From an optimization exercise on the open Yosys and OpenROAD flow, aimed at small area; shortcuts taken in it are not production practice.
Function was checked by simulation only, so behaviour that the tests miss may differ from the original.

## pid
module pid(
    input               reset_n,             
    input               clock,               
    input       [11:0]  target_angle,
    input       [11:0]  current_angle,
    input               pwm_enable,
    input               pwm_done,
    input               i2c_rd_done,
    input               angle_update,
    input               abort_angle,
    input               enable_stall_chk,
    output              stalled,
    input       [7:0]   kp,
    input       [3:0]   ki,
    input       [3:0]   kd,
    output      [15:0]  debug_signals,
    output reg          angle_done,
    output reg          pwm_update,
    output reg  [7:0]   pwm_ratio,
    output reg          pwm_direction
);
localparam          IDLE    = 2'b00;
localparam          ACCEL   = 2'b01;
localparam          CRUISE  = 2'b10;
localparam          DECEL   = 2'b11;
reg     [1:0]       state;
reg     [5:0]       curr_step;
reg                 rd_done, i2c_rd_done_ff;
reg     [11:0]      delta_angle;         
reg     [2:0]       seq;                 
reg     [11:0]      diff;                
reg     [12:0]      e;
assign stalled = 1'b0;
assign debug_signals = {7'b0, curr_step, pwm_direction, state};
wire    [11:0]      diff_in;
wire    [12:0]      e_new;
wire                dmin_dir = ~diff[11] | (diff[10:0] == 11'd0);
wire    [11:0]      dmin     = dmin_dir ? diff : (12'd0 - diff);
wire                c = (|kd) & ~e[12] & (|e[11:0]);
wire    [23:13]     x;
    wire ds438;
    wire dc439;
    assign ds438 = current_angle[0] ^ target_angle[0];
    assign dc439 = current_angle[0] | ~target_angle[0];
    wire ds440;
    wire dc441;
    pid_fa u_ds440 (.a(current_angle[1]), .b(~target_angle[1]), .c(dc439), .s(ds440), .co(dc441));
    wire ds442;
    wire dc443;
    pid_fa u_ds442 (.a(current_angle[2]), .b(~target_angle[2]), .c(dc441), .s(ds442), .co(dc443));
    wire ds444;
    wire dc445;
    pid_fa u_ds444 (.a(current_angle[3]), .b(~target_angle[3]), .c(dc443), .s(ds444), .co(dc445));
    wire ds446;
    wire dc447;
    pid_fa u_ds446 (.a(current_angle[4]), .b(~target_angle[4]), .c(dc445), .s(ds446), .co(dc447));
    wire ds448;
    wire dc449;
  ...
Settings: LEC_CHECK=0, CAP_MARGIN=20, CORE_MARGIN=2, CORE_UTILIZATION=40, CTS_BUF_LIST=sky130_fd_sc_hd__clkbuf_4, SLEW_MARGIN=20, SYNTH_HIERARCHICAL=1; clock period 12.0 ns.
run.sh (not shown) runs the stock make flow with config.mk's settings and CLKGATE_MAP_FILE= SYNTH_SCRIPT=/design/flow/synth_recipe.tcl, a recipe that flattens the netlist after the stock synthesis.
The baseline finished clean.
==> next run, changes <==
==> flow/flow/run.sh (new file) <==
#!/bin/bash
set -euo pipefail
bash standard.sh BUFFER_PORTS_ARGS="-buffer_cell sky130_fd_sc_hd__buf_1" finish > flow_make.log 2>&1
==> flow/standard.sh (new file) <==
#!/bin/bash
# synth_recipe.tcl (not shown) runs the flow's synth.tcl, then flattens the netlist and writes it again
# the make line also repeats each setting of config.mk as NAME=value (left out here)
make -C /OpenROAD-flow-scripts/flow DESIGN_CONFIG=/design/flow/config.mk WORK_HOME=/design/flow/orfs CLKGATE_MAP_FILE= SYNTH_SCRIPT=/design/flow/synth_recipe.tcl "${@:-finish}"
removed: flow/run.sh
Non-clock buffer count climbs by 2.
Worst setup slack is better by 96 ps.
Via count fell by 1.9%.
Routed wire length falls by 3.6%.
Core utilization decreases by 2.5 points.
Sequential cell count does not change.
Die area is unchanged.
Clock skew stays flat.
Synthesized area stays the same.

========
Another version of the RTL of pid (not shown whole).
Size: roughly 740 cells after synthesis, about 50 flip-flops, ~76 I/O pins, ~7100 um2 of cells after synthesis.
clock: 12.0 ns
lec_check: 0
cap_margin: 0
core_margin: 2
core_utilization: 40
cts_buf_list: sky130_fd_sc_hd__clkbuf_8
gpl_timing_driven: 0
slew_margin: 0
synth_hierarchical: 1
standard.sh (not shown) runs the stock make flow with config.mk's settings and CLKGATE_MAP_FILE= SYNTH_SCRIPT=/design/flow/synth_recipe.tcl, a recipe that flattens the netlist after the stock synthesis.
==> flow/flow/run.sh <==
#!/bin/bash
set -euo pipefail
bash standard.sh BUFFER_PORTS_ARGS="-buffer_cell sky130_fd_sc_hd__buf_1" finish > flow_make.log 2>&1
The first run finished with timing, DRC and antenna clean.
==> next run, changes <==
--- a/flow/config.mk
+++ b/flow/config.mk
@@ -7,3 +7,3 @@
 export LEC_CHECK = 0
-export CAP_MARGIN = 0
+export CAP_MARGIN = 20
 export CORE_MARGIN = 2
@@ -11,4 +11,3 @@
 export CTS_BUF_LIST = sky130_fd_sc_hd__clkbuf_8
-export GPL_TIMING_DRIVEN = 0
-export SLEW_MARGIN = 0
+export SLEW_MARGIN = 20
 export SYNTH_HIERARCHICAL = 1
Outcome: Cell count decreases by a few percent; clock-buffer cell count does not change; via count shrinks by a few percent; hold slack is about the same; setup slack is better by 0.15 ns.

[separate check: timing with driven ports]
In the flow no input, the clock included, has a driving cell. The finished layouts below were timed again as built, in two steps. Step 1 (the two cells are an assumption about what drives the block):
set clk [get_ports {clock}]
set_driving_cell -lib_cell sky130_fd_sc_hd__clkbuf_16 $clk
set_driving_cell -lib_cell sky130_fd_sc_hd__buf_2 [delete_from_list [all_inputs] $clk]
Step 2 adds t to the input delays and takes it off the output delays; t is the mean of the earliest and latest rising clock arrival at the registers after step 1. Input paths then give back, and output paths get back, about the clock's delay inside the block. a / b / c = ideal / step 1 / step 2; a / b = the first two.
run | t, ns | setup WS [ns] | worst data-port slew with drivers (ns)
the first run of note 1 | 0.487 | 0.343 / 0.355 / -0.132 | 0.04
the second run of note 1 | 0.421 | 0.439 / 0.437 / 0.016 | 0.03
the first run of note 2 | 0.356 | 0.300 / 0.311 / -0.045 | 0.03
the second run of note 2 | 0.367 | 0.450 / 0.462 / 0.094 | 0.04
With both steps, setup timing fails in the first run of note 1 and the first run of note 2, where it was met with ideal ports. For the first run of note 1, which loses most, drivers alone change the setup slack by +0.012 ns; drivers and shift together by -0.475 ns.
